Background: an optimization exercise with open tools, aiming at a short achievable clock period and few clock cycles. Do not read the settings as production practice. Only the layout flow was run in this run; the RTL was not checked for function there.

$ cat config.mk
export PLATFORM = sky130hd
export DESIGN_NAME = mips
export DESIGN_NICKNAME = mips
export VERILOG_FILES = /design/flow/design.v
export SDC_FILE = /design/flow/constraint.sdc
export NUM_CORES = 4
export LEC_CHECK = 0
export CAP_MARGIN = 20
export CORE_MARGIN = 2
export CORE_UTILIZATION = 40
export SLEW_MARGIN = 20
$ cat constraint.sdc
create_clock -name core_clock -period 11.0 [get_ports {clk}]
set_input_delay 2.2000 -clock core_clock [delete_from_list [all_inputs] [get_ports {clk}]]
set_output_delay 2.2000 -clock core_clock [all_outputs]
set_load 0.01 [all_outputs]
$ cat design.v
module flopr #(parameter WIDTH = 8)
            (input logic clk, reset,
              input logic [WIDTH-1:0] d,
              output logic [WIDTH-1:0] q);
  always_ff @(posedge clk, posedge reset)
    if (reset) q <= 0;
    else q <= d;
endmodule
module flopr2 #(parameter WIDTH = 8)
            (input logic clk, reset,
              input logic [WIDTH-1:0] d0, d1,
              output logic [WIDTH-1:0] q0, q1);
  always_ff @(posedge clk, posedge reset)
    if (reset)
    begin
      q0 <= 0; 
      q1 <= 0;
    end
    else 
    begin
      q0 <= d0;
      q1 <= d1;
    end
endmodule
module floprwithen #(parameter WIDTH = 8)
            (input logic clk, reset, en,
              input logic [WIDTH-1:0] d,
              output logic [WIDTH-1:0] q);
  always_ff @(posedge clk, posedge reset)
    if (reset) q <= 0;
    else if(en) q <= d;
endmodule
module mux2 #(parameter WIDTH = 8)
            (input logic [WIDTH-1:0] d0, d1,
              input logic s,
              output logic [WIDTH-1:0] y);
  assign y = s ? d1 : d0;
endmodule
module mux4 #(parameter WIDTH = 8)
            (input logic [WIDTH-1:0] d0, d1, d2, d3,
              input logic [1:0] s,
              output logic [WIDTH-1:0] y);
  assign y = s[1] ? (s[0] ? d3 : d2) : (s[0] ? d1 : d0);
endmodule
module signext(input logic [15:0] a,
                output logic [31:0] y);
  assign y = {{16{a[15]}}, a};
endmodule
module sl2(input logic [31:0] a,
            output logic [31:0] y);
  assign y = {a[29:0], 2'b00};
endmodule
module alu32(input logic [31:0] A, B,
              input logic [2:0] F,
              output logic [31:0] Y,
              output logic zero);
  always_comb
    case (F[2:0])
      3'b000: Y <= A & B;
      3'b001: Y <= A | B;
      3'b010: Y <= A + B;
      3'b011: Y <= 32'b0;
      3'b100: Y <= A & ~B;
      3'b101: Y <= A | ~B;
      3'b110: Y <= A - B;
      3'b111: Y <= (A < B);
      default: Y <= 32'b0;
    endcase
  assign zero = (Y == 0); 
endmodule
module regfile(input logic clk, 
                input logic we3, 
                input logic [4:0] ra1, ra2, wa3,
                input logic [31:0] wd3, 
                output logic [31:0] rd1, rd2);
  logic [31:0] rf[31:0];
  always_ff @(posedge clk)
    if (we3) rf[wa3] <= wd3;
  assign rd1 = (ra1 != 0) ? rf[ra1] : 0;
  assign rd2 = (ra2 != 0) ? rf[ra2] : 0;
endmodule
module aludec(input logic [5:0] funct,
              input logic [1:0] aluop,
              output logic [2:0] alucontrol);
  always_comb
    case(aluop)
      2'b00: alucontrol <= 3'b010;  
      2'b01: alucontrol <= 3'b110;  
      default: case(funct)  
        6'b100000: alucontrol <= 3'b010;  
        6'b100010: alucontrol <= 3'b110;  
        6'b100100: alucontrol <= 3'b000;  
        6'b100101: alucontrol <= 3'b001;  
        6'b101010: alucontrol <= 3'b111;  
        default: alucontrol <= 3'b010;  
        endcase
    endcase
endmodule
module maindec(input logic clk, reset,
                input logic [5:0] op,
                output logic memtoreg, memwrite,
                output logic branch, alusrca,
                output logic[1:0] alusrcb,
                output logic regdst, regwrite,
                output logic IorD,
                output logic irwrite, pcwrite,
                output logic [1:0] pcsrc, aluop);
  logic [14:0] controls;
  logic [3:0] state, nextstate;
  parameter S0 = 4'b0000;
  parameter S1 = 4'b0001;
  parameter S2 = 4'b0010;
  parameter S3 = 4'b0011;
  parameter S4 = 4'b0100;
  parameter S5 = 4'b0101;
  parameter S6 = 4'b0110;
  parameter S7 = 4'b0111;
  parameter S8 = 4'b1000;
  parameter S9 = 4'b1001;
  parameter S10 = 4'b1010;
  parameter S11 = 4'b1011;
  assign {memtoreg, memwrite, branch, alusrca, alusrcb, regdst, regwrite, IorD, irwrite, pcwrite, pcsrc, aluop} = controls;
  always_ff @(posedge clk, posedge reset)
    if(reset)
      state <= S0;
    else
      state <= nextstate;
  always_comb
    case(state)
      S0: nextstate <= S1;
      S1:
        case(op)
          6'b000000: nextstate <= S6; 
          6'b100011: nextstate <= S2;  
          6'b101011: nextstate <= S2;  
          6'b000100: nextstate <= S8;  
          6'b001000: nextstate <= S9; 
          6'b000010: nextstate <= S11;  
          default:  nextstate <= S0;  
        endcase 
      S2:
      begin
        case(op)
          6'b100011: nextstate <= S3;  
          6'b101011: nextstate <= S5;  
          default:   nextstate <= S0;
        endcase
      end
      S3: nextstate <= S4;  
      S4: nextstate <= S0;  
      S5: nextstate <= S0;  
      S6: nextstate <= S7;  
      S7: nextstate <= S0;  
      S8: nextstate <= S0;  
      S9: nextstate <= S10;  
      S10: nextstate <= S0;  
      S11: nextstate <= S0;  
      default: nextstate <= S0;
    endcase 
  always_comb
    begin
      case(state) 
	      S0: controls <= 15'b000_001_000_110_000;   
	      S1: controls <= 15'b000_011_000_000_000; 
	      S2: controls <= 15'b000_110_000_000_000;
	      S3: controls <= 15'b000_000_001_000_000;
	      S4: controls <= 15'b100_000_010_000_000;
	      S5: controls <= 15'b010_000_001_000_000;
	      S6: controls <= 15'b000_100_000_000_010;
	      S7: controls <= 15'b000_000_110_000_000;
	      S8: controls <= 15'b001_100_000_000_101;
	      S9: controls <= 15'b000_110_000_000_000;
	      S10: controls <= 15'b000_000_010_000_000;
	      S11: controls <= 15'b000_110_000_011_000;
	      default: controls <= 15'b000_001_000_110_000;
      endcase 
    end
endmodule
module controller(input logic clk, reset,
                  input logic [5:0] op, funct,  
                  input logic zero, 
                  output logic memtoreg, memwrite,
                  output logic alusrca,
                  output logic [1:0] alusrcb, pcsrc,
                  output logic regdst, regwrite,
                  output logic [2:0] alucontrol,
                  output logic IorD, irwrite,
                  output logic pcen);  
  logic [1:0] aluop;
  logic branch;  
  logic pcwrite;
  maindec md(clk, reset, op, memtoreg, memwrite, branch, alusrca, alusrcb, regdst, regwrite, IorD, irwrite, pcwrite, pcsrc, aluop);
  aludec ad(funct, aluop, alucontrol);
  logic pand;
  assign pand = branch && zero;
  assign pcen = pcwrite || pand;
endmodule
module datapath(input logic clk, reset,
                input logic memtoreg, 
                input logic [1:0] pcsrc,
                input logic alusrca,
                input logic [1:0] alusrcb,
                input logic regdst, regwrite,
                input logic [2:0] alucontrol,
                output logic zero,
                output logic [31:0] pc,
                input logic [31:0] readdata,
                output logic [31:0] adr, writedata,
                output logic [31:0] instr,
                input logic IorD,
                input logic irwrite,
                input logic pcen); 
  logic [31:0] pcnext;
  logic [31:0] signimm, signimmsh;
  logic [31:0] srca, srcb;
  logic [31:0] aluresult, aluout;
  logic [31:0] data;
  logic [31:0] jump;
  logic [4:0] a3;
  logic [31:0] rd1, rd2, a, b, wd3;
  floprwithen #(32) pcreg(clk, reset, pcen, pcnext, pc);
  sl2 sigjump({6'b0,instr[25:0]}, jump);
  mux4 #(32) pcmux(aluresult, aluout, {pc[31:28],jump[27:0]}, aluresult, pcsrc, pcnext);
  mux2 #(32) memmux(pc, aluout, IorD, adr);
  floprwithen #(32) ireg(clk, reset, irwrite, readdata, instr);
  flopr #(32) datareg(clk, reset, readdata, data); 
  mux2 #(5) a3mux(instr[20:16], instr[15:11], regdst, a3);
  mux2 #(32) wd3mux(aluout, data, memtoreg, wd3);
  regfile rf(clk, regwrite, instr[25:21], instr[20:16], a3, wd3, rd1, rd2);
  flopr2 #(32) aandbreg(clk, reset, rd1, rd2, a, writedata);    
  signext se(instr[15:0], signimm);
  mux2 #(32) srcamux(pc, a, alusrca, srca);
  sl2 signimml2(signimm, signimmsh);
  mux4 #(32) srcbmux(writedata, 32'b100, signimm, signimmsh, alusrcb, srcb);
  alu32 alu(srca, srcb, alucontrol, aluresult, zero);
  flopr #(32) resultreg(clk, reset, aluresult, aluout);
endmodule
module mips(input logic clk, reset,
            output logic memwrite,
            output logic [31:0] adr, writedata,  
            input logic [31:0] readdata);
  logic memtoreg, alusrca, regdst, regwrite, irwrite, pcen, IorD, zero;
  logic [1:0] alusrcb, pcsrc;
  logic [2:0] alucontrol;
  logic [31:0] instr;
  logic [31:0] pc;
  controller c(clk, reset, instr[31:26], instr[5:0], zero, memtoreg, memwrite,
    alusrca, alusrcb, pcsrc, regdst, regwrite, alucontrol, IorD, irwrite, pcen);
  datapath dp(clk, reset, memtoreg, pcsrc, alusrca, alusrcb, regdst, regwrite,
    alucontrol, zero, pc, readdata, adr, writedata, instr, IorD, irwrite, pcen);
endmodule
$ cat run.sh
#!/bin/bash
# synth_recipe.tcl (not shown) runs the flow's synth.tcl, then flattens the netlist and writes it again
# the make line also repeats each setting of config.mk as NAME=value (left out here)
make -C /OpenROAD-flow-scripts/flow DESIGN_CONFIG=/design/flow/config.mk WORK_HOME=/design/flow/orfs CLKGATE_MAP_FILE= SYNTH_SCRIPT=/design/flow/synth_recipe.tcl finish
==> summary.txt <==
flip-flops by register name, summed over array words and instances, names as in the netlist:
| register | flops |
|---|---|
| c.md.state | 4 |
| dp.aandbreg.q0 | 32 |
| dp.aandbreg.q1 | 32 |
| dp.datareg.q | 32 |
| dp.ireg.q | 32 |
| dp.pcreg.q | 32 |
| dp.resultreg.q | 32 |
| dp.rf.rf | 1024 |
cell type report:
type	count	area (sq um)	area share
Antenna cell	1	2.50	0.0000363
Clock buffer	176	3710	0.0538
Clock inverter	65	606	0.00880
Inverter	105	402	0.00583
Multi-Input combinational cell	2018	24200	0.352
Sequential cell	1220	35700	0.518
Tap cell	2030	2540	0.0369
Timing Repair Buffer	188	1680	0.0244
how the worst max path moves through the flow:
stage | end | start | cells after the start | slack, ns
CTS | dp.pcreg.q[24] | c.md.state[3] | 18 | 3.33
global route | dp.pcreg.q[24] | c.md.state[3] | 18 | 2.86
floorplan | c.md.state[0] | reset | 1 | 3.46
finish | dp.pcreg.q[24] | c.md.state[3] | 18 | 3.16
global placement | dp.pcreg.q[22] | c.md.state[3] | 18 | 3.48
detailed placement | dp.pcreg.q[26] | c.md.state[3] | 18 | 3.38
cell families (layout without fill, tap and decap cells):
family                     count (synthesis)  count (layout)  synth area share
and+or+nand+nor                          557             557            0.0436
muxes                                    867             867             0.276
adders and majority gates                 74              74            0.0153
xor gates and xnor gates                  24              24           0.00345
AOI/OAI and AO/OA                        496             496            0.0532
other                                      0               1                 0
buffers and inverters                    364             534            0.0236
DFF                                     1220            1220             0.585
Yosys cell counts (23+ instances only):
master / count / area (sq um)
sky130_fd_sc_hd__edfxtp_1: 1024 / 30700
sky130_fd_sc_hd__mux4_2: 640 / 14400
sky130_fd_sc_hd__nor2_1: 202 / 758
sky130_fd_sc_hd__dfrtp_1: 196 / 4900
sky130_fd_sc_hd__clkbuf_1: 181 / 679
sky130_fd_sc_hd__nand2_1: 129 / 484
sky130_fd_sc_hd__a21oi_1: 125 / 626
sky130_fd_sc_hd__o21ai_0: 124 / 621
sky130_fd_sc_hd__mux2_2: 115 / 1290
sky130_fd_sc_hd__mux2i_1: 107 / 1070
sky130_fd_sc_hd__inv_1: 103 / 387
sky130_fd_sc_hd__ha_1: 68 / 851
sky130_fd_sc_hd__buf_1: 49 / 184
sky130_fd_sc_hd__nor3_1: 37 / 185
sky130_fd_sc_hd__nand3_1: 33 / 165
sky130_fd_sc_hd__a31oi_1: 25 / 156
sky130_fd_sc_hd__or3_1: 23 / 144
metal layers:
metal / vias to the layer above / routed length (um) / track usage
li1: 15000 / - / -
met1: 20000 / 78900 / 0.352
met2: 1977 / 91700 / 0.392
met3: 386 / 18000 / 0.0494
met4: 4 / 7120 / 0.0835
met5: - / 21 / 0
per-stage QoR:
stage | instances | util | hold WS [ns] | instance area (sq um)
after floorplan | 3602 | - | 0.493 | 61000
after global placement | 5561 | 0.425 | 0.514 | 64500
after detailed placement | 5561 | 0.425 | 0.512 | 64500
after CTS | 5802 | 0.454 | 0.527 | 68800
after global routing | 5803 | 0.454 | 0.548 | 68800
final | 5803 | 0.454 | 0.529 | 68800
==> reports/results.ini <==
[outcome]
run_status = no timing/DRC/antenna violations

[setup_path]
timing.critical_path.fanout_max = 25
cp.buffers_inverters = 3
crit_path_max_incr_delay_ns = 0.85
cp_top_family = compound AO/OA/AOI/OAI gates
r2r_start = c.md.state[3]
timing.critical_path.to_type = flop
worstSetupStartpointType = flop
crit_path_cell_trace = inv_1 > a21oi_1 > mux2_2 > a22oi_1 > inv_1 > ha_1 > nor2_1 > a221oi_1 > a21oi_1 > or2_2 > and3_1 > o41ai_1 > and4_1 > and4_1 > nand4_2 > o211ai_4 > buf_4 > mux2_2
path_class = reg -> reg
reg2regPathDepth = 18
worstPathRequired_ns = 11.64
critical-path-slowest-cell = sky130_fd_sc_hd__dfrtp_1
cp.arrival_ns = 8.47
r2r-end = dp.pcreg.q[24]
r2r_setup_slack_ns = 3.16

[floorplanning]
core.rowCount = 143
floorplan.die_area_sq_mm = 0.156
fp.coreArea_sq_mm = 0.152
initial_utilization = 0.402
die-height_um = 394
floorplan.io_pins = 99
die_width_um = 394

[cts]
tritoncts = built
cts_buffers = 131
cts.repair.resized = 0
postCtsHoldBufs = 0
clock_sink_count = 1220
clk_latency_worst_skew_pair_ns = 0.78
post_cts.repair.setup_buffers = 0
clockBufferDepth = 3
cts.reportedPaths.clkPinSlew_ns = 0.06
cts-root-buf = sky130_fd_sc_hd__clkbuf_16
h-tree-depth = 4

[timing]
post-route-min-period_ns = 7.84
finalHoldViolCount = 0
final-max-slew-violation-count = 0
report.final.setup_viol = 0
setup-tns-final_ns = 0
finClkSkew_ns = 0.0407
post-route-period-util = 0.712
rsz_0062_raised_after_global_routing = false
max_slew.worst_pin.slew_ns = 1.03
max_slew_margin = 0.308
fmax_mhz = 128
setup_slack_ns = 3.16

[layout]
filler_cell_count = 13100
commonest_cells_after_routing_fill_and_taps_aside = sky130_fd_sc_hd__edfxtp_1, sky130_fd_sc_hd__mux4_2, sky130_fd_sc_hd__dfrtp_1
area_growth_pct = 12.9
final_common_cell = sky130_fd_sc_hd__edfxtp_1
final_layout_size_suffix_gt1_frac = 0.301
final_net_count = 3768

[place]
detailedPlacementHpwl_mm = 114
placement.setup.worst_slack_ns = 3.38
gp_congestion = 0.971
io_buffers = 98

[hold_path]
timing.hold.worst_path_depth = 1
class_of_the_worst_hold_path = reg -> reg
timing.hold.worst_endpoint = dp.pcreg.q[26]
hold_path.startpoint = dp.pcreg.q[26]

[synthesis]
synth.cell_area_sq_mm = 0.0610
synth_sequential_area_ratio = 0.585
asyncSetResetFlopFracSynth = 0.161
synth-edff-count = 1024
postSynthRegisterBits = 1220
yosysWarnings = 7
synthesis.instances = 3602
synth_flop_cell = sky130_fd_sc_hd__edfxtp_1
synth_cell_types = 96
syn_avg_cell_area_sq_um = 16.9
mappedNetlistNets = 3706

[flow_run]
cap_violations = 0

[drt]
drtIter0Drc = 4706
wire_per_inst_um = 33.7
drtAntennaViolNets = 0
viasPerCell = 6.44
detail_route.wirelength_mm = 196
first_pass_iters = 7
via_count = 37400
detail_route.drc_violations = 0

[global_route]
grt_start_max_net_pins = 103
grt_first_pass_wirelength_mm = 277
globalRouteTotalUtil = 0.250
vias_in_the_first_global_route = 36900
grt_remaining_overflow = 0
initial_antenna_violation_count = 6

==> afterwards: timing with drivers on the ports <==
The results above use ideal ports. As a check the final layout listed here was re-extracted and re-timed, cells and wires unchanged. Step 1 (the two cells are an assumption about what drives the block):
set clk [get_ports {clk}]
set_driving_cell -lib_cell sky130_fd_sc_hd__clkbuf_16 $clk
set_driving_cell -lib_cell sky130_fd_sc_hd__buf_2 [delete_from_list [all_inputs] $clk]
Step 2 moves the port delays by t, midway between the first and last clock arrival at a register: inputs arrive t later, outputs are due t later. That takes back most of the time a late clock gives input paths. Slacks: ideal / step 1 / step 2; pairs: ideal / step 1.
t (ns): 0.839
setup slack, ns: 3.164 / 3.164 / 3.164
worst register clock-pin slew, ns: 0.07 / 0.07
worst data-port slew with drivers (ns): 0.08
After both steps setup and hold are still met in this run. For this run, drivers alone change the setup slack by 0.000 ns; drivers and shift together by 0.000 ns.
